What follows belongs to an exercise in optimizing a design on an open flow for small area and a short achievable clock period; a production flow would make more cautious choices. In this exercise RTL edits were held to simulation tests only and were not proved equivalent to the original. Power is estimated from default activity; no workload was simulated.

===== design/flow/design.v =====
`timescale 1ns / 1ps
module filter(
    clock,
    reset,
    Data_In,
    Data_Out
    );
    input clock,
          reset;
    input  [7:0] Data_In;
    output [16:0] Data_Out;
    reg  [7:0] x1;
    reg  [7:0] x2;
    reg  [7:0] x3;
    reg  [7:0] x4;
    reg  [7:0] x5;
    reg  [7:0] x6;
    reg  [7:0] x7;
    reg  [7:0] x8;
    reg  [7:0] x9;
    reg  [7:0] x10;
    reg  [7:0] x11;
    reg  [7:0] x12;
    reg  [7:0] x13;
    reg  [7:0] x14;
    reg  [7:0] x15;
    reg  [7:0] x16;
    reg  [7:0] x17;
    reg  [7:0] x18;
    reg  [7:0] x19;
    reg  [7:0] x20;
    reg  [7:0] x21;
    reg  [7:0] x22;
    reg  [7:0] x23;
    reg  [7:0] x24;
    reg  [7:0] x25;
    reg  [7:0] x26;
    reg  [7:0] x27;
    reg  [7:0] x28;
    reg  [7:0] x29;
    reg  [7:0] x30;
    reg  [4:0] age;      
    reg  [16:0] S;       
    always @(posedge clock) begin
        x1 <= reset ? 8'd0 : Data_In;
        x2 <= x1;
        x3 <= x2;
        x4 <= x3;
        x5 <= x4;
        x6 <= x5;
        x7 <= x6;
        x8 <= x7;
        x9 <= (reset || age < 5'd8) ? 8'd0 : x8;
        x10 <= reset ? 8'd0 : x9;
        x11 <= reset ? 8'd0 : x10;
        x12 <= reset ? 8'd0 : x11;
        x13 <= reset ? 8'd0 : x12;
        x14 <= reset ? 8'd0 : x13;
        x15 <= reset ? 8'd0 : x14;
        x16 <= reset ? 8'd0 : x15;
        x17 <= reset ? 8'd0 : x16;
        x18 <= reset ? 8'd0 : x17;
        x19 <= reset ? 8'd0 : x18;
        x20 <= reset ? 8'd0 : x19;
        x21 <= x20;
        x22 <= x21;
        x23 <= x22;
        x24 <= x23;
        x25 <= x24;
        x26 <= x25;
        x27 <= x26;
        x28 <= (reset || age < 5'd27) ? 8'd0 : x27;
        x29 <= reset ? 8'd0 : x28;
        x30 <= reset ? 8'd0 : x29;
        if (reset) age <= 5'd0;
        else if (age != 5'd31) age <= age + 5'd1;
    end
    wire s1;
    wire c2;
    wire s4;
    wire c5;
    wire s7;
    wire c8;
    wire s10;
    wire c11;
    wire s13;
    wire c14;
    wire s16;
    wire c17;
    wire s19;
    wire c20;
    wire s22;
    wire c23;
    wire s25;
    wire c26;
    wire s28;
    wire c29;
    wire s31;
    wire c32;
    wire s34;
    wire c35;
    wire s37;
    wire c38;
    wire s40;
    wire c41;
    wire s43;
    wire c44;
    wire s46;
    wire c47;
    wire s49;
    wire c50;
    wire s52;
    wire c53;
    wire s55;
    wire c56;
    wire s58;
    wire c59;
    wire n61;
    wire n62;
    wire n63;
    wire n64;
    wire n65;
    wire s66;
    wire c67;
    wire s69;
    wire c70;
    wire s72;
    wire c73;
    wire s75;
    wire c76;
    wire n78;
    wire n79;
    wire n80;
    wire n81;
    wire n82;
    wire s83;
    wire c84;
    wire s86;
    wire c87;
    wire s89;
    wire c90;
    wire s92;
    wire c93;
    wire s95;
    wire c96;
    wire s98;
    wire c99;
    wire s101;
    wire c102;
    wire s104;
    wire c105;
    wire s107;
    wire c108;
    wire s110;
    wire c111;
    wire s113;
    wire c114;
    wire s116;
    wire c117;
    wire s119;
    wire c120;
    wire s122;
    wire c123;
    wire s125;
    wire c126;
    wire s128;
    wire c129;
    wire s131;
    wire c132;
    wire s134;
    wire c135;
    wire s137;
    wire c138;
    wire s140;
    wire c141;
    wire s143;
    wire c144;
    wire s146;
    wire c147;
    wire s149;
    wire c150;
    wire s152;
    wire c153;
    wire s155;
    wire c156;
    wire s158;
    wire c159;
    wire s161;
    wire c162;
    wire s164;
    wire c165;
    wire s167;
    wire c168;
    wire s170;
    wire c171;
    wire s173;
    wire c174;
    wire s176;
    wire c177;
    wire s179;
    wire c180;
    wire s182;
    wire c183;
    wire s185;
    wire c186;
    wire s188;
    wire c189;
    wire s191;
    wire c192;
    wire s194;
    wire c195;
    wire s197;
    wire c198;
    wire s200;
    wire c201;
    wire s203;
    wire c204;
    wire s206;
    wire c207;
    wire s209;
    wire c210;
    wire s212;
    wire c213;
    wire s215;
    wire c216;
    wire s218;
    wire c219;
    wire s221;
    wire c222;
    wire s224;
    wire c225;
    wire s227;
    wire c228;
    wire s230;
    wire c231;
    wire s233;
    wire c234;
    wire s236;
    wire c237;
    wire s239;
    wire c240;
    wire s242;
    wire c243;
    wire s245;
    wire c246;
    wire s248;
    wire c249;
    wire s251;
    wire c252;
    wire s254;
    wire c255;
    wire s257;
    wire c258;
    wire s260;
    wire c261;
    wire s263;
    wire c264;
    wire s266;
    wire c267;
    wire s269;
    wire c270;
    wire s272;
    wire c273;
    wire s275;
    wire c276;
    wire s278;
    wire c279;
    wire s281;
    wire c282;
    wire s284;
    wire c285;
    wire s287;
    wire c288;
    wire s290;
    wire c291;
    wire s293;
    wire c294;
    wire s296;
    wire c297;
    wire s299;
    wire c300;
    wire s302;
    wire c303;
    wire s305;
    wire c306;
    wire s308;
    wire c309;
    wire s311;
    wire c312;
    wire s314;
    wire c315;
    wire s317;
    wire c318;
    wire s320;
    wire c321;
    wire s323;
    wire c324;
    wire s326;
    wire c327;
    wire s329;
    wire c330;
    wire s332;
    wire c333;
    wire s335;
    wire c336;
    wire s338;
    wire c339;
    wire s341;
    wire c342;
    wire s344;
    wire c345;
    wire s347;
    wire c348;
    wire s350;
    wire c351;
    wire s353;
    wire c354;
    wire s356;
    wire c357;
    wire s359;
    wire c360;
    wire s362;
    wire c363;
    wire s365;
    wire c366;
    wire s368;
    wire c369;
    wire s371;
    wire c372;
    wire s374;
    wire c375;
    wire s377;
    wire c378;
    wire s380;
    wire c381;
    wire s383;
    wire c384;
    wire s386;
    wire c387;
    wire s389;
    wire c390;
    wire s392;
    wire c393;
    wire s395;
    wire c396;
    wire s398;
    wire c399;
    wire s401;
    wire c402;
    wire s404;
    wire c405;
    wire s407;
    wire c408;
    wire s410;
    wire c411;
    wire s413;
    wire c414;
    wire s416;
    wire c417;
    wire s419;
    wire c420;
    wire s422;
    wire c423;
    wire s425;
    wire c426;
    wire s428;
    wire c429;
    wire s431;
    wire c432;
    wire s434;
    wire c435;
    wire s437;
    wire c438;
    wire s440;
    wire c441;
    wire s443;
    wire c444;
    wire s446;
    wire c447;
    wire s449;
    wire c450;
    wire s452;
    wire c453;
    wire s455;
    wire c456;
    wire s458;
    wire c459;
    wire s461;
    wire c462;
    wire s464;
    wire c465;
    wire s467;
    wire c468;
    wire s470;
    wire c471;
    wire s473;
    wire c474;
    wire s476;
    wire c477;
    wire s479;
    wire c480;
    wire s482;
    wire c483;
    wire s485;
    wire c486;
    wire s488;
    wire c489;
    wire s491;
    wire c492;
    wire s494;
    wire c495;
    wire s497;
    wire c498;
    wire s500;
    wire c501;
    wire s503;
    wire c504;
    wire s506;
    wire c507;
    wire s509;
    wire c510;
    wire s512;
    wire c513;
    wire s515;
    wire c516;
    wire s518;
    wire c519;
    wire s521;
    wire c522;
    wire s524;
    wire c525;
    wire s527;
    wire c528;
    wire s530;
    wire c531;
    wire s533;
    wire c534;
    wire s536;
    wire c537;
    wire s539;
    wire c540;
    wire s542;
    wire c543;
    wire s545;
    wire c546;
    wire s548;
    wire c549;
    wire s551;
    wire c552;
    wire s554;
    wire c555;
    wire s557;
    wire c558;
    wire s560;
    wire c561;
    wire s563;
    wire c564;
    wire s566;
    wire c567;
    wire s569;
    wire c570;
    wire s572;
    wire c573;
    wire s575;
    wire c576;
    wire s578;
    wire c579;
    wire s581;
    wire c582;
    wire s584;
    wire c585;
    wire s587;
    wire c588;
    wire s590;
    wire c591;
    wire s593;
    wire c594;
    wire s596;
    wire c597;
    wire s599;
    wire c600;
    wire s602;
    wire c603;
    wire s605;
    wire c606;
    wire s608;
    wire c609;
    wire s611;
    wire c612;
    wire s614;
    wire c615;
    wire s617;
    wire c618;
    wire s620;
    wire c621;
    wire s623;
    wire c624;
    wire s626;
    wire c627;
    wire s629;
    wire c630;
    wire s632;
    wire c633;
    wire s635;
    wire c636;
    wire s638;
    wire c639;
    wire s641;
    wire c642;
    wire s644;
    wire c645;
    wire s647;
    wire c648;
    wire s650;
    wire c651;
    wire s653;
    wire c654;
    wire s656;
    wire c657;
    wire s659;
    wire c660;
    wire s662;
    wire c663;
    wire s665;
    wire c666;
    wire s668;
    wire c669;
    wire s671;
    wire c672;
    wire s674;
    wire c675;
    wire s677;
    wire c678;
    wire s680;
    wire c681;
    wire s683;
    wire c684;
    fir_ha u3 (.a(x10[0]), .b(x19[0]), .s(s1), .co(c2));
    fir_fa u6 (.a(x10[1]), .b(x19[1]), .c(c2), .s(s4), .co(c5));
    fir_fa u9 (.a(x10[2]), .b(x19[2]), .c(c5), .s(s7), .co(c8));
    fir_ha u12 (.a(x10[3]), .b(x19[3]), .s(s10), .co(c11));
    fir_fa u15 (.a(x10[4]), .b(x19[4]), .c(c11), .s(s13), .co(c14));
    fir_fa u18 (.a(x10[5]), .b(x19[5]), .c(c14), .s(s16), .co(c17));
    fir_ha u21 (.a(x10[6]), .b(x19[6]), .s(s19), .co(c20));
    fir_fa u24 (.a(x10[7]), .b(x19[7]), .c(c20), .s(s22), .co(c23));
    fir_ha u27 (.a(x11[0]), .b(x18[0]), .s(s25), .co(c26));
    fir_fa u30 (.a(x11[1]), .b(x18[1]), .c(c26), .s(s28), .co(c29));
    fir_fa u33 (.a(x11[2]), .b(x18[2]), .c(c29), .s(s31), .co(c32));
    fir_ha u36 (.a(x11[3]), .b(x18[3]), .s(s34), .co(c35));
    fir_fa u39 (.a(x11[4]), .b(x18[4]), .c(c35), .s(s37), .co(c38));
    fir_fa u42 (.a(x11[5]), .b(x18[5]), .c(c38), .s(s40), .co(c41));
    fir_ha u45 (.a(x11[6]), .b(x18[6]), .s(s43), .co(c44));
    fir_fa u48 (.a(x11[7]), .b(x18[7]), .c(c44), .s(s46), .co(c47));
    fir_ha u51 (.a(x12[0]), .b(x17[0]), .s(s49), .co(c50));
    fir_fa u54 (.a(x12[1]), .b(x17[1]), .c(c50), .s(s52), .co(c53));
    fir_fa u57 (.a(x12[2]), .b(x17[2]), .c(c53), .s(s55), .co(c56));
    fir_fa u60 (.a(x12[3]), .b(x17[3]), .c(c56), .s(s58), .co(c59));
    assign n61 = ~s49;
    assign n62 = ~s52;
    assign n63 = ~s55;
    assign n64 = ~s58;
    assign n65 = ~c59;
    fir_ha u68 (.a(x12[4]), .b(x17[4]), .s(s66), .co(c67));
    fir_fa u71 (.a(x12[5]), .b(x17[5]), .c(c67), .s(s69), .co(c70));
    fir_fa u74 (.a(x12[6]), .b(x17[6]), .c(c70), .s(s72), .co(c73));
    fir_fa u77 (.a(x12[7]), .b(x17[7]), .c(c73), .s(s75), .co(c76));
    assign n78 = ~s66;
    assign n79 = ~s69;
    assign n80 = ~s72;
    assign n81 = ~s75;
    assign n82 = ~c76;
    fir_ha u85 (.a(x13[0]), .b(x16[0]), .s(s83), .co(c84));
    fir_fa u88 (.a(x13[1]), .b(x16[1]), .c(c84), .s(s86), .co(c87));
    fir_fa u91 (.a(x13[2]), .b(x16[2]), .c(c87), .s(s89), .co(c90));
    fir_fa u94 (.a(x13[3]), .b(x16[3]), .c(c90), .s(s92), .co(c93));
    fir_ha u97 (.a(x13[4]), .b(x16[4]), .s(s95), .co(c96));
    fir_fa u100 (.a(x13[5]), .b(x16[5]), .c(c96), .s(s98), .co(c99));
    fir_fa u103 (.a(x13[6]), .b(x16[6]), .c(c99), .s(s101), .co(c102));
    fir_fa u106 (.a(x13[7]), .b(x16[7]), .c(c102), .s(s104), .co(c105));
    fir_ha u109 (.a(x14[0]), .b(x15[0]), .s(s107), .co(c108));
    fir_fa u112 (.a(x14[1]), .b(x15[1]), .c(c108), .s(s110), .co(c111));
    fir_fa u115 (.a(x14[2]), .b(x15[2]), .c(c111), .s(s113), .co(c114));
    fir_fa u118 (.a(x14[3]), .b(x15[3]), .c(c114), .s(s116), .co(c117));
    fir_ha u121 (.a(x14[4]), .b(x15[4]), .s(s119), .co(c120));
    fir_fa u124 (.a(x14[5]), .b(x15[5]), .c(c120), .s(s122), .co(c123));
    fir_fa u127 (.a(x14[6]), .b(x15[6]), .c(c123), .s(s125), .co(c126));
    fir_fa u130 (.a(x14[7]), .b(x15[7]), .c(c126), .s(s128), .co(c129));
    fir_fa u133 (.a(x1[0]), .b(x28[0]), .c(x30[0]), .s(s131), .co(c132));
    fir_fa u136 (.a(s25), .b(s83), .c(s107), .s(s134), .co(c135));
    fir_fa1 u139 (.a(x1[1]), .b(x28[1]), .s(s137), .co(c138));
    fir_fa u142 (.a(x29[0]), .b(x30[1]), .c(x30[0]), .s(s140), .co(c141));
    fir_fa u145 (.a(n61), .b(c132), .c(s137), .s(s143), .co(c144));
    fir_fa u148 (.a(s140), .b(s28), .c(s86), .s(s146), .co(c147));
    fir_fa u151 (.a(s110), .b(c135), .c(s143), .s(s149), .co(c150));
    fir_fa u154 (.a(s146), .b(s149), .c(Data_In[0]), .s(s152), .co(c153));
    fir_fa u157 (.a(x1[2]), .b(x9[0]), .c(x20[0]), .s(s155), .co(c156));
    fir_fa u160 (.a(x28[2]), .b(x29[1]), .c(x30[2]), .s(s158), .co(c159));
    fir_fa u163 (.a(x30[1]), .b(s1), .c(s25), .s(s161), .co(c162));
    fir_fa u166 (.a(s83), .b(c138), .c(c141), .s(s164), .co(c165));
    fir_fa u169 (.a(s155), .b(s158), .c(s161), .s(s167), .co(c168));
    fir_fa u172 (.a(n62), .b(c144), .c(s164), .s(s170), .co(c171));
    fir_fa u175 (.a(c147), .b(s31), .c(s89), .s(s173), .co(c174));
    fir_fa u178 (.a(s113), .b(s167), .c(c150), .s(s176), .co(c177));
    fir_fa u181 (.a(s170), .b(s173), .c(s176), .s(s179), .co(c180));
    fir_fa u184 (.a(s179), .b(Data_In[1]), .c(c153), .s(s182), .co(c183));
    fir_fa u187 (.a(x1[3]), .b(x9[1]), .c(x20[1]), .s(s185), .co(c186));
    fir_fa u190 (.a(x28[3]), .b(x29[2]), .c(x30[3]), .s(s188), .co(c189));
    fir_fa u193 (.a(x30[2]), .b(s1), .c(s34), .s(s191), .co(c192));
    fir_fa u196 (.a(s107), .b(c156), .c(c159), .s(s194), .co(c195));
    fir_fa u199 (.a(s185), .b(s188), .c(s4), .s(s197), .co(c198));
    fir_fa u202 (.a(s28), .b(s86), .c(c162), .s(s200), .co(c201));
    fir_fa u205 (.a(s191), .b(c165), .c(s194), .s(s203), .co(c204));
    fir_fa u208 (.a(c32), .b(s197), .c(s200), .s(s206), .co(c207));
    fir_fa u211 (.a(c168), .b(n63), .c(c171), .s(s209), .co(c210));
    fir_fa u214 (.a(s203), .b(s92), .c(s116), .s(s212), .co(c213));
    fir_fa u217 (.a(c174), .b(s206), .c(c177), .s(s215), .co(c216));
    fir_fa u220 (.a(s209), .b(s212), .c(c180), .s(s218), .co(c219));
    fir_fa u223 (.a(s215), .b(Data_In[2]), .c(s218), .s(s221), .co(c222));
    fir_fa u226 (.a(x1[4]), .b(x9[2]), .c(x20[2]), .s(s224), .co(c225));
    fir_fa u229 (.a(x28[4]), .b(x29[3]), .c(x30[4]), .s(s227), .co(c228));
    fir_fa u232 (.a(x30[3]), .b(s25), .c(s95), .s(s230), .co(c231));
    fir_fa u235 (.a(s119), .b(c186), .c(c189), .s(s233), .co(c234));
    fir_fa u238 (.a(s224), .b(s227), .c(s4), .s(s236), .co(c237));
    fir_fa u241 (.a(s37), .b(s110), .c(c192), .s(s239), .co(c240));
    fir_fa u244 (.a(s230), .b(c195), .c(s233), .s(s242), .co(c243));
    fir_fa u247 (.a(c198), .b(c201), .c(s7), .s(s245), .co(c246));
    fir_fa u250 (.a(s31), .b(s89), .c(s236), .s(s248), .co(c249));
    fir_fa u253 (.a(s239), .b(c204), .c(s242), .s(s251), .co(c252));
    fir_fa u256 (.a(c93), .b(c117), .c(c207), .s(s254), .co(c255));
    fir_fa u259 (.a(s245), .b(n64), .c(s248), .s(s257), .co(c258));
    fir_fa u262 (.a(c210), .b(s251), .c(c213), .s(s260), .co(c261));
    fir_fa u265 (.a(s254), .b(s257), .c(c216), .s(s263), .co(c264));
    fir_fa u268 (.a(s260), .b(Data_In[3]), .c(c219), .s(s266), .co(c267));
    fir_fa u271 (.a(s263), .b(c222), .c(s266), .s(s269), .co(c270));
    fir_fa1 u274 (.a(x1[5]), .b(x9[3]), .s(s272), .co(c273));
    fir_fa u277 (.a(x20[3]), .b(x28[5]), .c(x29[4]), .s(s275), .co(c276));
    fir_fa u280 (.a(x30[5]), .b(x30[4]), .c(s10), .s(s278), .co(c279));
    fir_fa u283 (.a(s34), .b(s49), .c(s83), .s(s281), .co(c282));
    fir_fa u286 (.a(s107), .b(n78), .c(c225), .s(s284), .co(c285));
    fir_fa u289 (.a(c228), .b(s272), .c(s275), .s(s287), .co(c288));
    fir_fa u292 (.a(s28), .b(s98), .c(s122), .s(s290), .co(c291));
    fir_fa u295 (.a(c231), .b(s278), .c(s281), .s(s293), .co(c294));
    fir_fa u298 (.a(c234), .b(s284), .c(s287), .s(s296), .co(c297));
    fir_fa u301 (.a(c8), .b(c32), .c(c237), .s(s299), .co(c300));
    fir_fa u304 (.a(c240), .b(s7), .c(s40), .s(s302), .co(c303));
    fir_fa u307 (.a(s113), .b(s290), .c(s293), .s(s305), .co(c306));
    fir_fa u310 (.a(c243), .b(s296), .c(s92), .s(s308), .co(c309));
    fir_fa u313 (.a(c246), .b(s299), .c(n65), .s(s311), .co(c312));
    fir_fa u316 (.a(c249), .b(s302), .c(s305), .s(s314), .co(c315));
    fir_fa u319 (.a(c252), .b(c255), .c(s308), .s(s317), .co(c318));
    fir_fa u322 (.a(c258), .b(s311), .c(s314), .s(s320), .co(c321));
    fir_fa u325 (.a(c261), .b(s317), .c(Data_In[4]), .s(s323), .co(c324));
    fir_fa u328 (.a(c264), .b(s320), .c(s323), .s(s326), .co(c327));
    fir_fa u331 (.a(c267), .b(s326), .c(c270), .s(s329), .co(c330));
    fir_fa1 u334 (.a(x1[6]), .b(x9[4]), .s(s332), .co(c333));
    fir_fa u337 (.a(x20[4]), .b(x28[6]), .c(x29[5]), .s(s335), .co(c336));
    fir_fa u340 (.a(x30[6]), .b(x30[5]), .c(s10), .s(s338), .co(c339));
    fir_fa u343 (.a(s43), .b(s95), .c(c273), .s(s341), .co(c342));
    fir_fa u346 (.a(c276), .b(s332), .c(s335), .s(s344), .co(c345));
    fir_fa u349 (.a(s13), .b(s37), .c(s52), .s(s347), .co(c348));
    fir_fa u352 (.a(s86), .b(s110), .c(c279), .s(s350), .co(c351));
    fir_fa u355 (.a(c282), .b(s338), .c(n79), .s(s353), .co(c354));
    fir_fa u358 (.a(c285), .b(c288), .c(s341), .s(s356), .co(c357));
    fir_fa u361 (.a(s344), .b(c8), .c(c41), .s(s359), .co(c360));
    fir_fa u364 (.a(c291), .b(s31), .c(s101), .s(s362), .co(c363));
    fir_fa u367 (.a(s125), .b(s347), .c(s350), .s(s365), .co(c366));
    fir_fa u370 (.a(c294), .b(s353), .c(c297), .s(s368), .co(c369));
    fir_fa u373 (.a(s356), .b(c93), .c(c300), .s(s371), .co(c372));
    fir_fa u376 (.a(s116), .b(s359), .c(c303), .s(s374), .co(c375));
    fir_fa u379 (.a(s362), .b(c306), .c(s365), .s(s377), .co(c378));
    fir_fa u382 (.a(s368), .b(c309), .c(c312), .s(s380), .co(c381));
    fir_fa u385 (.a(s371), .b(s374), .c(c315), .s(s383), .co(c384));
    fir_fa u388 (.a(s377), .b(c318), .c(s380), .s(s386), .co(c387));
    fir_fa u391 (.a(Data_In[5]), .b(c321), .c(s383), .s(s389), .co(c390));
    fir_fa u394 (.a(c324), .b(s386), .c(s389), .s(s392), .co(c393));
    fir_fa u397 (.a(c327), .b(s392), .c(c330), .s(s395), .co(c396));
    fir_fa1 u400 (.a(x1[7]), .b(x9[5]), .s(s398), .co(c399));
    fir_fa u403 (.a(x20[5]), .b(x28[7]), .c(x29[6]), .s(s401), .co(c402));
    fir_fa u406 (.a(x30[7]), .b(x30[6]), .c(s34), .s(s404), .co(c405));
    fir_fa u409 (.a(s119), .b(c333), .c(c336), .s(s407), .co(c408));
    fir_fa u412 (.a(s398), .b(s401), .c(s13), .s(s410), .co(c411));
    fir_fa u415 (.a(s46), .b(s98), .c(c339), .s(s413), .co(c414));
    fir_fa u418 (.a(s404), .b(c342), .c(c345), .s(s416), .co(c417));
    fir_fa u421 (.a(s407), .b(c32), .c(c348), .s(s419), .co(c420));
    fir_fa u424 (.a(c351), .b(s16), .c(s40), .s(s422), .co(c423));
    fir_fa u427 (.a(s55), .b(s89), .c(s113), .s(s425), .co(c426));
    fir_fa u430 (.a(s410), .b(s413), .c(c354), .s(s428), .co(c429));
    fir_fa u433 (.a(n80), .b(c357), .c(s416), .s(s431), .co(c432));
    fir_fa u436 (.a(c117), .b(c360), .c(s104), .s(s434), .co(c435));
    fir_fa u439 (.a(s128), .b(c363), .c(s419), .s(s437), .co(c438));
    fir_fa u442 (.a(c366), .b(s422), .c(s425), .s(s440), .co(c441));
    fir_fa u445 (.a(s428), .b(c369), .c(s431), .s(s443), .co(c444));
    fir_fa u448 (.a(c372), .b(c375), .c(s434), .s(s446), .co(c447));
    fir_fa u451 (.a(c378), .b(s437), .c(s440), .s(s449), .co(c450));
    fir_fa u454 (.a(s443), .b(c381), .c(s446), .s(s452), .co(c453));
    fir_fa u457 (.a(Data_In[6]), .b(c384), .c(s449), .s(s455), .co(c456));
    fir_fa u460 (.a(c387), .b(s452), .c(c390), .s(s458), .co(c459));
    fir_fa u463 (.a(s455), .b(c393), .c(s458), .s(s461), .co(c462));
    fir_fa1 u466 (.a(x9[6]), .b(x20[6]), .s(s464), .co(c465));
    fir_fa u469 (.a(x29[7]), .b(x30[7]), .c(s19), .s(s467), .co(c468));
    fir_fa u472 (.a(s43), .b(c399), .c(c402), .s(s470), .co(c471));
    fir_fa u475 (.a(s464), .b(c47), .c(s37), .s(s473), .co(c474));
    fir_fa u478 (.a(s122), .b(c405), .c(s467), .s(s476), .co(c477));
    fir_fa u481 (.a(c408), .b(s470), .c(c17), .s(s479), .co(c480));
    fir_fa u484 (.a(c41), .b(c411), .c(c414), .s(s482), .co(c483));
    fir_fa u487 (.a(s16), .b(s101), .c(s473), .s(s485), .co(c486));
    fir_fa u490 (.a(s476), .b(c417), .c(c105), .s(s488), .co(c489));
    fir_fa u493 (.a(c129), .b(c420), .c(s58), .s(s491), .co(c492));
    fir_fa u496 (.a(s92), .b(s116), .c(s479), .s(s494), .co(c495));
    fir_fa u499 (.a(c423), .b(c426), .c(s482), .s(s497), .co(c498));
    fir_fa u502 (.a(n81), .b(c429), .c(s485), .s(s500), .co(c501));
    fir_fa u505 (.a(c432), .b(c435), .c(s488), .s(s503), .co(c504));
    fir_fa u508 (.a(c438), .b(c441), .c(s491), .s(s506), .co(c507));
    fir_fa u511 (.a(s494), .b(s497), .c(s500), .s(s509), .co(c510));
    fir_fa u514 (.a(c444), .b(c447), .c(s503), .s(s512), .co(c513));
    fir_fa u517 (.a(c450), .b(s506), .c(Data_In[7]), .s(s515), .co(c516));
    fir_fa u520 (.a(s509), .b(c453), .c(s512), .s(s518), .co(c519));
    fir_fa u523 (.a(c456), .b(s515), .c(s518), .s(s521), .co(c522));
    fir_fa u526 (.a(c459), .b(s521), .c(c462), .s(s524), .co(c525));
    fir_fa1 u529 (.a(x9[7]), .b(x20[7]), .s(s527), .co(c528));
    fir_fa u532 (.a(s19), .b(s66), .c(s95), .s(s530), .co(c531));
    fir_fa u535 (.a(s119), .b(c465), .c(s527), .s(s533), .co(c534));
    fir_fa u538 (.a(s22), .b(s46), .c(c468), .s(s536), .co(c537));
    fir_fa u541 (.a(s530), .b(c471), .c(s533), .s(s539), .co(c540));
    fir_fa u544 (.a(c17), .b(c474), .c(s40), .s(s542), .co(c543));
    fir_fa u547 (.a(s125), .b(s536), .c(c477), .s(s545), .co(c546));
    fir_fa u550 (.a(s539), .b(c59), .c(c93), .s(s548), .co(c549));
    fir_fa u553 (.a(c117), .b(c480), .c(c483), .s(s551), .co(c552));
    fir_fa u556 (.a(s104), .b(n82), .c(c486), .s(s554), .co(c555));
    fir_fa u559 (.a(s542), .b(s545), .c(c489), .s(s557), .co(c558));
    fir_fa u562 (.a(c492), .b(c495), .c(s548), .s(s560), .co(c561));
    fir_fa u565 (.a(c498), .b(s551), .c(c501), .s(s563), .co(c564));
    fir_fa u568 (.a(s554), .b(c504), .c(s557), .s(s566), .co(c567));
    fir_fa u571 (.a(c507), .b(s560), .c(c510), .s(s569), .co(c570));
    fir_fa u574 (.a(s563), .b(c513), .c(s566), .s(s572), .co(c573));
    fir_fa u577 (.a(c516), .b(s569), .c(c519), .s(s575), .co(c576));
    fir_fa u580 (.a(s572), .b(c522), .c(s575), .s(s578), .co(c579));
    fir_fa u583 (.a(s43), .b(c528), .c(c23), .s(s581), .co(c582));
    fir_fa u586 (.a(c47), .b(s22), .c(s69), .s(s584), .co(c585));
    fir_fa u589 (.a(s98), .b(s122), .c(c531), .s(s587), .co(c588));
    fir_fa u592 (.a(c534), .b(c41), .c(c537), .s(s590), .co(c591));
    fir_fa u595 (.a(s581), .b(s584), .c(s587), .s(s593), .co(c594));
    fir_fa u598 (.a(c540), .b(c105), .c(s128), .s(s596), .co(c597));
    fir_fa u601 (.a(c543), .b(s590), .c(c546), .s(s599), .co(c600));
    fir_fa u604 (.a(s593), .b(c549), .c(c552), .s(s602), .co(c603));
    fir_fa u607 (.a(c555), .b(s596), .c(s599), .s(s605), .co(c606));
    fir_fa u610 (.a(c558), .b(c561), .c(s602), .s(s608), .co(c609));
    fir_fa u613 (.a(c564), .b(s605), .c(c567), .s(s611), .co(c612));
    fir_fa u616 (.a(s608), .b(c570), .c(c573), .s(s614), .co(c615));
    fir_fa u619 (.a(s611), .b(s614), .c(c576), .s(s617), .co(c618));
    fir_fa1 u622 (.a(c23), .b(s46), .s(s620), .co(c621));
    fir_fa u625 (.a(c582), .b(c585), .c(c588), .s(s623), .co(c624));
    fir_fa u628 (.a(s72), .b(s101), .c(s125), .s(s626), .co(c627));
    fir_fa u631 (.a(s620), .b(c129), .c(c591), .s(s629), .co(c630));
    fir_fa u634 (.a(s623), .b(c594), .c(s626), .s(s632), .co(c633));
    fir_fa u637 (.a(c597), .b(c600), .c(s629), .s(s635), .co(c636));
    fir_fa u640 (.a(s632), .b(c603), .c(c606), .s(s638), .co(c639));
    fir_fa u643 (.a(s635), .b(c609), .c(s638), .s(s641), .co(c642));
    fir_fa u646 (.a(c612), .b(s641), .c(c615), .s(s644), .co(c645));
    fir_fa1 u649 (.a(c47), .b(c621), .s(s647), .co(c648));
    fir_fa u652 (.a(c624), .b(s75), .c(s104), .s(s650), .co(c651));
    fir_fa u655 (.a(s128), .b(c627), .c(s647), .s(s653), .co(c654));
    fir_fa u658 (.a(c630), .b(c633), .c(s650), .s(s656), .co(c657));
    fir_fa u661 (.a(s653), .b(c636), .c(s656), .s(s659), .co(c660));
    fir_fa u664 (.a(c639), .b(s659), .c(c642), .s(s662), .co(c663));
    fir_fa1 u667 (.a(c76), .b(c105), .s(s665), .co(c666));
    fir_fa u670 (.a(c129), .b(c648), .c(c651), .s(s668), .co(c669));
    fir_fa u673 (.a(s665), .b(c654), .c(c657), .s(s671), .co(c672));
    fir_fa u676 (.a(s668), .b(c660), .c(s671), .s(s674), .co(c675));
    fir_fa1 u679 (.a(c666), .b(c669), .s(s677), .co(c678));
    fir_fa u682 (.a(c672), .b(s677), .c(c675), .s(s680), .co(c681));
    fir_fa1 u685 (.a(c678), .b(c681), .s(s683), .co(c684));
    wire [16:0] rowA = {1'b1, s683, s680, c663, c645, c618, c579, c525, s524, c396, s395, s329, s269, c183, s182, s152, s131};
    wire [16:0] rowB = {c684, 1'b0, 1'b0, s674, s662, s644, s617, s578, 1'b0, s461, 1'b0, 1'b0, 1'b0, s221, 1'b0, 1'b0, s134};
    wire [16:0] S_next = rowA + rowB;
    always @(posedge clock) begin
        if (reset) S <= 17'd0;
        else       S <= S_next;
    end
    wire [9:0] oa, ob, og, op;
    wire [7:1] oe;
    fir_xor2 u_a0 (.a(S[0]), .b(Data_In[0]), .y(oa[0]));
    fir_pg1 u_pg1 (.s1(S[1]), .s0(S[0]), .d1(Data_In[1]), .d0(Data_In[0]), .p(op[1]), .g(og[1]));
    fir_pg u_pg2 (.s1(S[2]), .s0(S[1]), .d2(Data_In[2]), .d1(Data_In[1]), .d0(Data_In[0]), .p(op[2]), .g(og[2]));
    fir_pg u_pg3 (.s1(S[3]), .s0(S[2]), .d2(Data_In[3]), .d1(Data_In[2]), .d0(Data_In[1]), .p(op[3]), .g(og[3]));
    fir_pg u_pg4 (.s1(S[4]), .s0(S[3]), .d2(Data_In[4]), .d1(Data_In[3]), .d0(Data_In[2]), .p(op[4]), .g(og[4]));
    fir_pg u_pg5 (.s1(S[5]), .s0(S[4]), .d2(Data_In[5]), .d1(Data_In[4]), .d0(Data_In[3]), .p(op[5]), .g(og[5]));
    fir_pg u_pg6 (.s1(S[6]), .s0(S[5]), .d2(Data_In[6]), .d1(Data_In[5]), .d0(Data_In[4]), .p(op[6]), .g(og[6]));
    fir_pg u_pg7 (.s1(S[7]), .s0(S[6]), .d2(Data_In[7]), .d1(Data_In[6]), .d0(Data_In[5]), .p(op[7]), .g(og[7]));
    fir_pg8 u_pg8 (.s1(S[8]), .s0(S[7]), .d1(Data_In[7]), .d0(Data_In[6]), .p(op[8]), .g(og[8]));
    fir_pg9 u_pg9 (.s1(S[9]), .s0(S[8]), .d0(Data_In[7]), .p(op[9]), .g(og[9]));
    wire G0_2;
    fir_aoi21 u_G0_2 (.a(og[2]), .b(op[2]), .c(og[1]), .y(G0_2));
    wire G0_4;
    fir_aoi21 u_G0_4 (.a(og[4]), .b(op[4]), .c(og[3]), .y(G0_4));
    wire P0_4;
    fir_nand2 u_P0_4 (.a(op[4]), .b(op[3]), .y(P0_4));
    wire G0_6;
    fir_aoi21 u_G0_6 (.a(og[6]), .b(op[6]), .c(og[5]), .y(G0_6));
    wire P0_6;
    fir_nand2 u_P0_6 (.a(op[6]), .b(op[5]), .y(P0_6));
    wire G0_8;
    fir_aoi21 u_G0_8 (.a(og[8]), .b(op[8]), .c(og[7]), .y(G0_8));
    wire P0_8;
    fir_nand2 u_P0_8 (.a(op[8]), .b(op[7]), .y(P0_8));
    wire n_og3;
    fir_inv u_n_og3 (.a(og[3]), .y(n_og3));
    wire n_op3;
    fir_inv u_n_op3 (.a(op[3]), .y(n_op3));
    wire G1_3;
    fir_oai21 u_G1_3 (.a(n_og3), .b(n_op3), .c(G0_2), .y(G1_3));
    wire G1_4;
    fir_oai21 u_G1_4 (.a(G0_4), .b(P0_4), .c(G0_2), .y(G1_4));
    wire n_og7;
    fir_inv u_n_og7 (.a(og[7]), .y(n_og7));
    wire n_op7;
    fir_inv u_n_op7 (.a(op[7]), .y(n_op7));
    wire G1_7;
    fir_oai21 u_G1_7 (.a(n_og7), .b(n_op7), .c(G0_6), .y(G1_7));
    wire P1_7;
    fir_nor2 u_P1_7 (.a(n_op7), .b(P0_6), .y(P1_7));
    wire G1_8;
    fir_oai21 u_G1_8 (.a(G0_8), .b(P0_8), .c(G0_6), .y(G1_8));
    wire P1_8;
    fir_nor2 u_P1_8 (.a(P0_8), .b(P0_6), .y(P1_8));
    wire G2_5;
    fir_aoi21 u_G2_5 (.a(og[5]), .b(op[5]), .c(G1_4), .y(G2_5));
    wire n_G0_6;
    fir_inv u_n_G0_6 (.a(G0_6), .y(n_G0_6));
    wire n_P0_6;
    fir_inv u_n_P0_6 (.a(P0_6), .y(n_P0_6));
    wire G2_6;
    fir_aoi21 u_G2_6 (.a(n_G0_6), .b(n_P0_6), .c(G1_4), .y(G2_6));
    wire G2_7;
    fir_aoi21 u_G2_7 (.a(G1_7), .b(P1_7), .c(G1_4), .y(G2_7));
    wire G2_8;
    fir_aoi21 u_G2_8 (.a(G1_8), .b(P1_8), .c(G1_4), .y(G2_8));
    wire n_og9;
    fir_inv u_n_og9 (.a(og[9]), .y(n_og9));
    wire n_op9;
    fir_inv u_n_op9 (.a(op[9]), .y(n_op9));
    assign Data_Out[0] = oa[0];
    assign Data_Out[1] = op[1];
    fir_xor2 u_y2 (.a(op[2]), .b(og[1]), .y(Data_Out[2]));
    fir_xnor2 u_y3 (.a(op[3]), .b(G0_2), .y(Data_Out[3]));
    fir_xor2 u_y4 (.a(op[4]), .b(G1_3), .y(Data_Out[4]));
    fir_xor2 u_y5 (.a(op[5]), .b(G1_4), .y(Data_Out[5]));
    fir_xnor2 u_y6 (.a(op[6]), .b(G2_5), .y(Data_Out[6]));
    fir_xnor2 u_y7 (.a(op[7]), .b(G2_6), .y(Data_Out[7]));
    fir_xnor2 u_y8 (.a(op[8]), .b(G2_7), .y(Data_Out[8]));
    fir_xnor2 u_y9 (.a(op[9]), .b(G2_8), .y(Data_Out[9]));
    wire [6:0] hi_t;   
    assign hi_t[0] = 1'b1;   
    assign hi_t[1] = &S[10:10];
    assign hi_t[2] = &S[11:10];
    assign hi_t[3] = &S[12:10];
    assign hi_t[4] = &S[13:10];
    assign hi_t[5] = &S[14:10];
    assign hi_t[6] = &S[15:10];
    wire G3_9_d0;
    fir_oai21 u_G3_9_d0 (.a(n_og9), .b(n_op9), .c(G2_8), .y(G3_9_d0));
    fir_xor2 u_y10 (.a(S[10]), .b(G3_9_d0), .y(Data_Out[10]));
    fir_flip u_y11 (.s(S[11]), .c(G3_9_d0), .t(hi_t[1]), .y(Data_Out[11]));
    wire G3_9_d1;
    fir_oai21 u_G3_9_d1 (.a(n_og9), .b(n_op9), .c(G2_8), .y(G3_9_d1));
    fir_flip u_y12 (.s(S[12]), .c(G3_9_d1), .t(hi_t[2]), .y(Data_Out[12]));
    fir_flip u_y13 (.s(S[13]), .c(G3_9_d1), .t(hi_t[3]), .y(Data_Out[13]));
    wire G3_9_d2;
    fir_oai21 u_G3_9_d2 (.a(n_og9), .b(n_op9), .c(G2_8), .y(G3_9_d2));
    fir_flip u_y14 (.s(S[14]), .c(G3_9_d2), .t(hi_t[4]), .y(Data_Out[14]));
    fir_flip u_y15 (.s(S[15]), .c(G3_9_d2), .t(hi_t[5]), .y(Data_Out[15]));
    fir_flip u_y16 (.s(S[16]), .c(G3_9_d2), .t(hi_t[6]), .y(Data_Out[16]));
endmodule
module fir_pg(input s1, input s0, input d2, input d1, input d0, output p, output g);
    wire a = s1 ^ d2 ^ d1;
    wire b = (s0 & d1) | (s0 & d0) | (d1 & d0);
    assign p = a ^ b;
    assign g = a & b;
endmodule
module fir_pg1(input s1, input s0, input d1, input d0, output p, output g);
    wire a = s1 ^ d1 ^ d0;
    wire b = s0 & d0;
    assign p = a ^ b;
    assign g = a & b;
endmodule
module fir_pg8(input s1, input s0, input d1, input d0, output p, output g);
    wire a = s1 ^ d1;
    wire b = (s0 & d1) | (s0 & d0) | (d1 & d0);
    assign p = a ^ b;
    assign g = a & b;
endmodule
module fir_pg9(input s1, input s0, input d0, output p, output g);
    wire b = s0 & d0;
    assign p = s1 ^ b;
    assign g = s1 & b;
endmodule
module fir_xor2(input a, input b, output y);
    assign y = a ^ b;
endmodule
module fir_xnor2(input a, input b, output y);
    assign y = ~(a ^ b);
endmodule
module fir_aoi21(input a, input b, input c, output y);
    assign y = ~(a | (b & c));
endmodule
module fir_oai21(input a, input b, input c, output y);
    assign y = ~(a & (b | c));
endmodule
module fir_nand2(input a, input b, output y);
    assign y = ~(a & b);
endmodule
module fir_nor2(input a, input b, output y);
    assign y = ~(a | b);
endmodule
module fir_inv(input a, output y);
    assign y = ~a;
endmodule
module fir_flip(input s, input c, input t, output y);
    assign y = s ^ (c & t);
endmodule
module fir_fa1(input a, input b, output s, output co);
    assign s = ~(a ^ b);
    assign co = a | b;
endmodule
module fir_fa(input a, input b, input c, output s, output co);
    assign s = a ^ b ^ c;
    assign co = (a & b) | (a & c) | (b & c);
endmodule
module fir_ha(input a, input b, output s, output co);
    assign s = a ^ b;
    assign co = a & b;
endmodule

===== design/flow/flow/run.sh =====
#!/bin/bash
# The standard layout (standard.sh) with four changes:
#  - synthesis runs flow/synth.tcl: synth_recipe.tcl, except that adder cells
#    are not extracted inside the output adder's small modules;
#  - the port buffers are sky130_fd_sc_hd__buf_2 cells;
#  - timing repair aims for more setup slack than config.mk may ask for;
#  - clock tree synthesis uses clkbuf_16 clusters of up to 30 sinks and
#    inserts no dummy loads.
# Logs: standard.log here; ORFS's own logs under orfs/logs.
set -euo pipefail
export SETUP_SLACK_MARGIN=5.75
export CTS_ARGS="-sink_clustering_enable -repair_clock_nets -dont_use_dummy_load -sink_clustering_size 30 -sink_clustering_max_diameter 80 -buf_list sky130_fd_sc_hd__clkbuf_16"
export BUFFER_PORTS_ARGS="-buffer_cell sky130_fd_sc_hd__buf_2"
sed "s#SYNTH_SCRIPT=[^ ]*#SYNTH_SCRIPT=$PWD/flow/synth.tcl#" standard.sh > own_standard.sh
grep -q "SYNTH_SCRIPT=$PWD/flow/synth.tcl" own_standard.sh
bash own_standard.sh > standard.log 2>&1

===== design/flow/flow/synth.tcl =====
# synth_recipe.tcl (the standard synthesis), except that full and half adder
# cells are extracted only in filter, fir_fa and fir_ha: the one-cell modules,
# of the output adder and its fir_pg* modules are left to ABC as they are.
proc synth {args} { yosys synth -nofsm -noshare {*}$args }
proc extract_fa {args} { yosys extract_fa {*}$args filter fir_fa fir_ha }
source $::env(SCRIPTS_DIR)/synth.tcl
# left out here: clear keep_hierarchy, flatten, clean up, hide names made inside functions, write 1_2_yosys.v

===== design/flow/standard.sh =====
#!/bin/bash
# synth_recipe.tcl (not shown) runs the flow's synth.tcl, then flattens the netlist and writes it again
# the make line also repeats each setting of config.mk as NAME=value (left out here)
make -C /OpenROAD-flow-scripts/flow DESIGN_CONFIG=/design/flow/config.mk WORK_HOME=/design/flow/orfs CLKGATE_MAP_FILE= SYNTH_SCRIPT=/design/flow/synth_recipe.tcl "${@:-finish}"

===== design/flow/config.mk =====
export PLATFORM = sky130hd
export DESIGN_NAME = filter
export DESIGN_NICKNAME = filter
export VERILOG_FILES = /design/flow/design.v
export SDC_FILE = /design/flow/constraint.sdc
export NUM_CORES = 4
export LEC_CHECK = 0
export ABC_CLOCK_PERIOD_IN_PS = 3000
export CAP_MARGIN = 20
export CORE_MARGIN = 2
export CORE_UTILIZATION = 75
export PLACE_DENSITY = 0.85
export SLEW_MARGIN = 20
export SYNTH_HIERARCHICAL = 1

===== design/flow/constraint.sdc =====
create_clock -name core_clock -period 12.5 [get_ports {clock}]
set_input_delay 2.5000 -clock core_clock [delete_from_list [all_inputs] [get_ports {clock}]]
set_output_delay 2.5000 -clock core_clock [all_outputs]
set_load 0.01 [all_outputs]

==> results of run 1 <==
==> layout make-up <==
type | count | area share [%]
multi-input combinational | 571 | 52.8
tap | 216 | 2.07
clock buffer | 13 | 2.50
timing repair buffer | 37 | 1.87
sequential | 262 | 40.3
inverter | 18 | 0.519
==> layout by cell type, fill, tap and decap left out, types with 14 or more instances in the layout <==
master,netlist,routed
dfxtp_1,262,262
fa_1,202,202
nor2b_1,120,120
xnor2_1,33,26
ha_1,23,23
and2_1,20,20
nor2_1,21,20
inv_1,18,18
buf_2,0,18
xor2_1,15,14
==> modules after synthesis, one instance, submodules excluded, a selection <==
module,cells,times used,flip-flops and latches,cell area [um2]
fir_xor2,1,5,0,8.76
fir_flip,2,6,0,12.5
fir_nor2,1,2,0,3.75
fir_pg8,6,1,0,46.3
fir_fa,1,202,0,20.0
fir_pg1,4,1,0,30.0
fir_oai21,1,7,0,5.00
fir_pg9,3,1,0,20.0
fir_aoi21,1,8,0,8.76
fir_xnor2,1,5,0,8.76
fir_ha,1,12,0,12.5
fir_inv,1,8,0,3.75
fir_pg,7,6,0,60.1
fir_nand2,1,3,0,3.75
fir_fa1,2,11,0,15.0
==> kinds of logic after synthesis <==
logic type	count (synthesis)	share of synthesized area, %
and+or+nand+nor	226	11.1
AOI/OAI and AO/OA	59	3.69
muxes	7	0.621
xor gates and xnor gates	54	4.28
DFF	262	43.4
adders and majority gates	225	35.8
buffers and inverters	35	1.15
==> stage by stage <==
step	power [mW]	util [%]
6_report	1.67	82.3
3_5_place_dp	1.18	78.6
4_1_cts	1.61	81.1
3_3_place_gp	1.16	78.6
2_1_floorplan	1.10	-
5_1_grt	1.73	82.3
==> final timing paths <==
| check | endpoint | slack, ns |
|---|---|---|
| max reg2reg | S[15] | 6.04 |
| min | x24[5] | 0.30 |
| max | Data_Out[8] | 5.72 |
| min reg2reg | x24[5] | 0.30 |
==> synthesized netlist by cell type (2+ instances only) <==
master / n
o21ai_1: 15
fa_1: 202
nor3_1: 2
a21oi_1: 4
mux2_1: 4
a21o_1: 3
and3_1: 6
nor2b_1: 120
a21oi_2: 9
xnor2_1: 33
buf_4: 2
clkbuf_1: 14
nand3b_1: 7
inv_1: 18
and4_1: 2
nor2_1: 21
dfxtp_1: 262
ha_1: 23
o2111ai_1: 2
nand4_1: 2
mux2i_1: 3
o211ai_1: 10
nand2b_1: 8
o21ai_2: 7
and2_1: 20
nand3_1: 5
xor2_1: 15
o21ai_0: 3
nand2_1: 16
xnor2_2: 6
or2_1: 11
==> power by group through the flow <==
stage	Clock [mW]	Sequential (mW)	Combinational, mW
floorplan	0	0.893	0.207
global placement	0	0.898	0.264
detailed placement	0	0.899	0.278
CTS	0.436	0.882	0.295
global route	0.466	0.886	0.376
finish	0.430	0.883	0.352
==> routing by layer <==
metal  up-vias  wire length, um  part of all wire, %
met5         -               13                0.054
met4         2              950                  4.0
met3        76              898                  3.7
met2       193            12800                   53
met1      3371             9300                   39
li1       2810                -                    -
==> what timing repair did <==
item	4_1_cts	5_1_grt
cloned	0	0
resized for setup	10	30
endpoints found under the setup margin	12	8
endpoints found under the hold margin	0	0
buffers inserted	2	8
pin swaps	2	19
==> summary.txt, run 1 <==
ranking of synthesized cells by area -> dfxtp_1 43%, fa_1 33%, nor2b_1 6.2%, xnor2_1 2.4%, ha_1 2.4%
endpoints failing setup -> 0
post-DR vias/cell -> 5.78
Wirelength per Cell -> 21.5 um
crit-path cells -> buf_4 -> xnor2_4 -> o211ai_1 -> o21ai_1 -> a21oi_4 -> o21ai_4 -> buf_4 -> a21oi_2 -> xnor2_1 -> buf_2
status -> finished clean
combinational group share of total power -> 21.2%
Yosys top cell by area -> dfxtp_1
Async S/R FF share, synth -> 0%
Critical Path Slowest Stage Cell -> xnor2_1
met2 usage -> 52.2%
core outline area -> 15800 um2
htree depth -> 1
fill count -> 790
clock root cell -> clkbuf_16
min-delay worst type -> reg -> reg
WP depth -> 10
WL final -> 24000 um
Synth Instances -> 868
Crit Reg-Reg Startpoint -> x18[3]
post-DP HPWL -> 17500 um
non-filler cells, final -> 1117
CP Buf/Inv Count -> 3
Synth top area share -> 43.4%
Yosys cell types -> 44
Post-synth EDFFs -> 0
Initial Util -> 76.4%
Largest stage delay, worst path -> 0.25 ns
grt met1 use -> 35.9%
Max Root-Sink Buffers -> 3
Worst slew margin -> 32.7%
multi-input logic area -> 6880 um2
Synth Flop Type -> dfxtp_1
n_diodes -> 0
IO buf count -> 26
Area after DPL -> 12400 um2
Skew-Pair Late Insertion Delay -> 0.50 ns
crit path from -> Data_In[2]
Crit path max-delay family -> compound AO/OA/AOI/OAI gates
clock-pin slew on the worst setup and hold paths -> 0.11 ns
post-synthesis sequential area ratio -> 43.4%
P_sw -> 0.464 mW
gp weighted congestion -> 0.890
pre-CTS setup slack -> 5.21 ns
io pins -> 27
initial antenna violation count -> 1
setup TNS -> 0 ns
Rows -> 46
maximum capacitance violations -> 0
Detailed Route Iter0 Violations -> 365
post-synthesis net count -> 1103
Sw Share -> 27.9%
register area -> 5250 um2
nets -> 1138
hold_buf cts -> 0
CP startpoint kind -> input pin
layout cells sized above 1 -> 10.8%
Setup crit end kind -> output pin
Die Y -> 131 um
post-synthesis average cell area -> 13.9 um2
clock sink count -> 262
Final Skew -> 0.0663 ns
final instance area -> 13000 um2
WHS -> 0.301 ns
Total GRT Usage -> 28.9%
vias in the first global route -> 7219
Reg2Reg Depth -> 15
Reg power frac -> 53.0%
DR pass1 iterations -> 4
DR vias -> 6452
max FFs per register -> 17
first-pass GRT wire length -> 36700 um
power per cell area -> 128 nW/um2
Die X -> 131 um
worst-margin pin slew -> 1.00 ns
busiest grt layer -> met2
Arr. time, crit path -> 4.28 ns
P_leak -> 5.80 nW
Area Growth Syn to Fin -> 7.74%
setup ws final -> 5.72 ns
CP most frequent cell -> buf_4
gr ovfl total -> 0
fin. max-slew vios -> 0
ANT nets after route -> 0
GR Util met3 -> 4.60%
RSZ-0062 raised after global routing -> false
HP Start -> x23[5]
CP required -> 10.00 ns
CTS tree -> yes
part of the power in the clock network -> 25.8%
Internal Pwr Total -> 1.20 mW
fmax -> 148 MHz
largest reg by FF count -> S
full die area -> 17200 um2
Crit Path Max Fanout -> 9
Synth Cell Area -> 12100 um2
Yosys warnings -> 7
Final Hold Vio Count -> 0
post-layout min period -> 6.78 ns
CTS Buf Count -> 13
# DRC -> 0
Crit Path Class -> in -> out
worst IR drop on VDD -> 115 uV
pin count of the biggest net entering global routing -> 74
Synth Register Bits -> 262
final worst path period share -> 54.2%
hold path cells -> 0
dpl cells -> 1094
==> inputs of run 2 (changes only) <==
--- a/design/flow/flow/run.sh
+++ b/design/flow/flow/run.sh
@@ -8,7 +8,7 @@
 #    inserts no dummy loads.
 # Logs: standard.log here; ORFS's own logs under orfs/logs.
 set -euo pipefail
-export SETUP_SLACK_MARGIN=5.75
+export SETUP_SLACK_MARGIN=5.5
 export CTS_ARGS="-sink_clustering_enable -repair_clock_nets -dont_use_dummy_load -sink_clustering_size 30 -sink_clustering_max_diameter 80 -buf_list sky130_fd_sc_hd__clkbuf_16"
 export BUFFER_PORTS_ARGS="-buffer_cell sky130_fd_sc_hd__buf_2"
 sed "s#SYNTH_SCRIPT=[^ ]*#SYNTH_SCRIPT=$PWD/flow/synth.tcl#" standard.sh > own_standard.sh
==> summary.txt, run 2 <==
Internal Pwr Total -> 1.18 mW (-1.9%)
P_sw -> 0.437 mW (-5.7%)
clock sink count -> 262 (unchanged)
vias in the first global route -> 7163 (-0.78%)
CTS tree -> yes
Max Root-Sink Buffers -> 3 (unchanged)
status -> finished clean
setup ws final -> 5.68 ns (-0.0425 ns)
worst-margin pin slew -> 1.03 ns (+0.0324 ns)
power per cell area -> 126 nW/um2 (-1.6%)
fill count -> 856 (+8.4%)
most frequent cells in the layout -> 262 x dfxtp_1, 202 x fa_1, 120 x nor2b_1
Yosys warnings -> 7 (unchanged)
gr ovfl total -> 0 (unchanged)
commonest non-fill, non-tap cell in the layout -> dfxtp_1
Total GRT Usage -> 28.6% (-0.24 points)
WL final -> 22600 um (-5.6%)
Synth Instances -> 868 (unchanged)
post-DR vias/cell -> 5.61 (-2.9%)
fin. max-slew vios -> 0 (unchanged)
Wirelength per Cell -> 20.3 um (-5.2%)
post-synthesis sequential area ratio -> 43.4% (unchanged)
Async S/R FF share, synth -> 0% (unchanged)
endpoints failing setup -> 0 (unchanged)
post-synthesis net count -> 1103 (unchanged)
CP required -> 10.00 ns (about the same)
Die X -> 131 um (unchanged)
part of the power in the clock network -> 26.6% (+0.8 points)
CTS Buf Count -> 13 (unchanged)
met3 wire length -> 945 um (+5.2%)
Detailed Route Iter0 Violations -> 287 (-21%)
Crit path max-delay family -> compound AO/OA/AOI/OAI gates
ranking of synthesized cells by area -> dfxtp_1 43%, fa_1 33%, nor2b_1 6.2%, xnor2_1 2.4%, ha_1 2.4%
Synth Cell Area -> 12100 um2 (unchanged)
largest reg by FF count -> S
min-delay worst type -> reg -> reg
post-synthesis average cell area -> 13.9 um2 (unchanged)
htree depth -> 1 (unchanged)
Synth top area share -> 43.4% (unchanged)
DR vias -> 6240 (-3.3%)
IO buf count -> 26 (unchanged)
Crit Path Class -> in -> out
RSZ-0062 raised after global routing -> false
Largest stage delay, worst path -> 0.24 ns (about the same)
CP Buf/Inv Count -> 2 (-1)
M1 wire length -> 8790 um (-5.5%)
final worst path period share -> 54.6% (+0.34 points)
nets -> 1133 (-0.44%)
n_diodes -> 0 (unchanged)
# DRC -> 0 (unchanged)
CP startpoint kind -> input pin
WHS -> 0.305 ns (+0.00398 ns)
most common cell in the netlist -> dfxtp_1
Die Y -> 131 um (unchanged)
Skew-Pair Late Insertion Delay -> 0.50 ns (about the same)
first-pass GRT wire length -> 36400 um (-0.85%)
Yosys cell types -> 44 (unchanged)
gp weighted congestion -> 0.890 (unchanged)
pin count of the biggest net entering global routing -> 74 (unchanged)
post-layout min period -> 6.82 ns (+0.0425 ns)
Arr. time, crit path -> 4.32 ns (+0.04 ns)
Final Skew -> 0.0666 ns (+0.000313 ns)
Top Layer Used -> met4
setup TNS -> 0 ns (unchanged)
pre-CTS setup slack -> 5.21 ns (unchanged)
max FFs per register -> 17 (unchanged)
maximum capacitance violations -> 0 (unchanged)
fmax -> 147 MHz (-0.62%)
Yosys top cell by area -> dfxtp_1
Sw Share -> 27.1% (-0.78 points)
Post-synth EDFFs -> 0 (unchanged)
DR pass1 iterations -> 4 (unchanged)
ANT nets after route -> 0 (unchanged)
Crit Path Max Fanout -> 9 (unchanged)
layout cells sized above 1 -> 8.82% (-1.9 points)
Rows -> 46 (unchanged)
Reg power frac -> 54.5% (+1.5 points)
Synth Flop Type -> dfxtp_1
metal2 WL -> 12200 um (-5.0%)
io pins -> 27 (unchanged)
Final Hold Vio Count -> 0 (unchanged)
Worst slew margin -> 30.5% (-2.2 points)
ranking of synthesized cells by instance count -> 262 x dfxtp_1, 202 x fa_1, 120 x nor2b_1
Critical Path Slowest Stage Cell -> xnor2_2
Area Growth Syn to Fin -> 6.18%
Setup crit end kind -> output pin
Initial Util -> 76.4% (unchanged)
crit-path cells -> buf_2 -> nand3b_1 -> o21ai_2 -> xnor2_2 -> nand2_1 -> o21ai_4 -> a21oi_2 -> o21ai_2 -> nand2_1 -> xnor2_1 -> buf_2
post-DP HPWL -> 17500 um (unchanged)
combinational group share of total power -> 18.8% (-2.4 points)
core outline area -> 15800 um2 (unchanged)
clock root cell -> clkbuf_16
full die area -> 17200 um2 (unchanged)
P_leak -> 5.73 nW (-1.2%)
worst IR drop on VDD -> 115 uV (about the same)
initial antenna violation count -> 0 (-1)
Synth Register Bits -> 262 (unchanged)
clock-pin slew on the worst setup and hold paths -> 0.11 ns (about the same)
==> run 2: through the flow <==
stage               utilization (%)  instance area [um2]  std cells  power, mW
floorplan                         -                12100        868       1.10
global placement               78.6                12400       1094       1.16
detailed placement             78.6                12400       1094       1.18
CTS                            80.7                12800       1107       1.60
global route                   81.1                12800       1112       1.68
finish                         81.1                12800       1112       1.62
==> run 2: what timing repair did <==
item,in CTS,in global routing
endpoints found under the setup margin,7,7
resized for setup,3,4
pin swaps,0,1
hold buffers,0,0
setup buffers,0,5
==> run 2: worst register-to-register path, delay by kind of cell (launching register included) <==
family          cells  cell delay, ns
compound gates      2            0.32
mux                 1            0.34
simple gates        1            0.29
flops               1            0.37
fa+ha+maj          11            4.95
==> run 2: path summary, 6_finish.rpt <==
check / startpoint / endpoint / slack, ns / cells after the start
max: Data_In[3] / Data_Out[15] / 5.68 / 11
min: x23[5] / x24[5] / 0.31 / 0
max reg2reg: x18[3] / S[15] / 6.05 / 15
min reg2reg: x23[5] / x24[5] / 0.31 / 0
==> run 2: power by group through the flow <==
stage	Sequential [mW]	Combinational [mW]	Clock (mW)
finish	0.881	0.304	0.430
global route	0.885	0.330	0.467
CTS	0.881	0.284	0.436
detailed placement	0.899	0.278	0
global placement	0.898	0.264	0
floorplan	0.893	0.207	0
==> run 2: kinds of logic after synthesis <==
kind of cell / share of synthesized area [%]
flops: 43.4
simple gates: 11.1
fa+ha+maj: 35.8
compound gates: 3.69
xor+xnor: 4.28
buf+inv: 1.15
mux: 0.621
==> run 2: cell type report <==
cell class / count / area (um2) / area share, %
multi-input cells: 571 / 6760 / 52.6
flip-flops and latches: 262 / 5250 / 40.8
clock buffers: 13 / 325 / 2.53
well taps: 216 / 270 / 2.10
repair buffers: 32 / 178 / 1.38
inverters: 18 / 67.6 / 0.526
==> run 2: per-module statistics from Yosys, one instance, submodules excluded, a selection <==
module / flip-flops and latches / cells
filter: 262 / 527
fir_pg1: 0 / 4
fir_pg9: 0 / 3
fir_ha: 0 / 1
fir_xnor2: 0 / 1
fir_aoi21: 0 / 1
fir_oai21: 0 / 1
fir_nor2: 0 / 1
fir_inv: 0 / 1
fir_nand2: 0 / 1
==> run 2: layer usage <==
layer / global-route usage, % / vias to the layer above
met5: 0 / -
met4: 8.64 / 0
met3: 4.44 / 63
met2: 51.8 / 157
met1: 35.8 / 3227
li1: - / 2793

[what the ideal ports hide]
In the flow no input, the clock included, has a driving cell. The finished layouts below were timed again as built, in two steps. Step 1: set_driving_cell puts a clkbuf_16 on clock and a buf_2 on each other input, an assumption about the parent block. Step 2 moves the port delays by t, midway between the first and last clock arrival at a register: inputs arrive t later, outputs are due t later. That takes back most of the time a late clock gives input paths. Slacks: ideal / step 1 / step 2; pairs: ideal / step 1.
run | t, ns | slack for setup (ns) | hold WS [ns]
run 1 | 0.508 | 5.723 / 5.693 / 5.693 | 0.301 / 0.301 / 0.301
run 2 | 0.508 | 5.680 / 5.658 / 5.658 | 0.305 / 0.305 / 0.305
After both steps setup and hold are still met in every run listed. For run 1, which loses most, drivers alone change the setup slack by -0.030 ns; drivers and shift together by -0.030 ns.
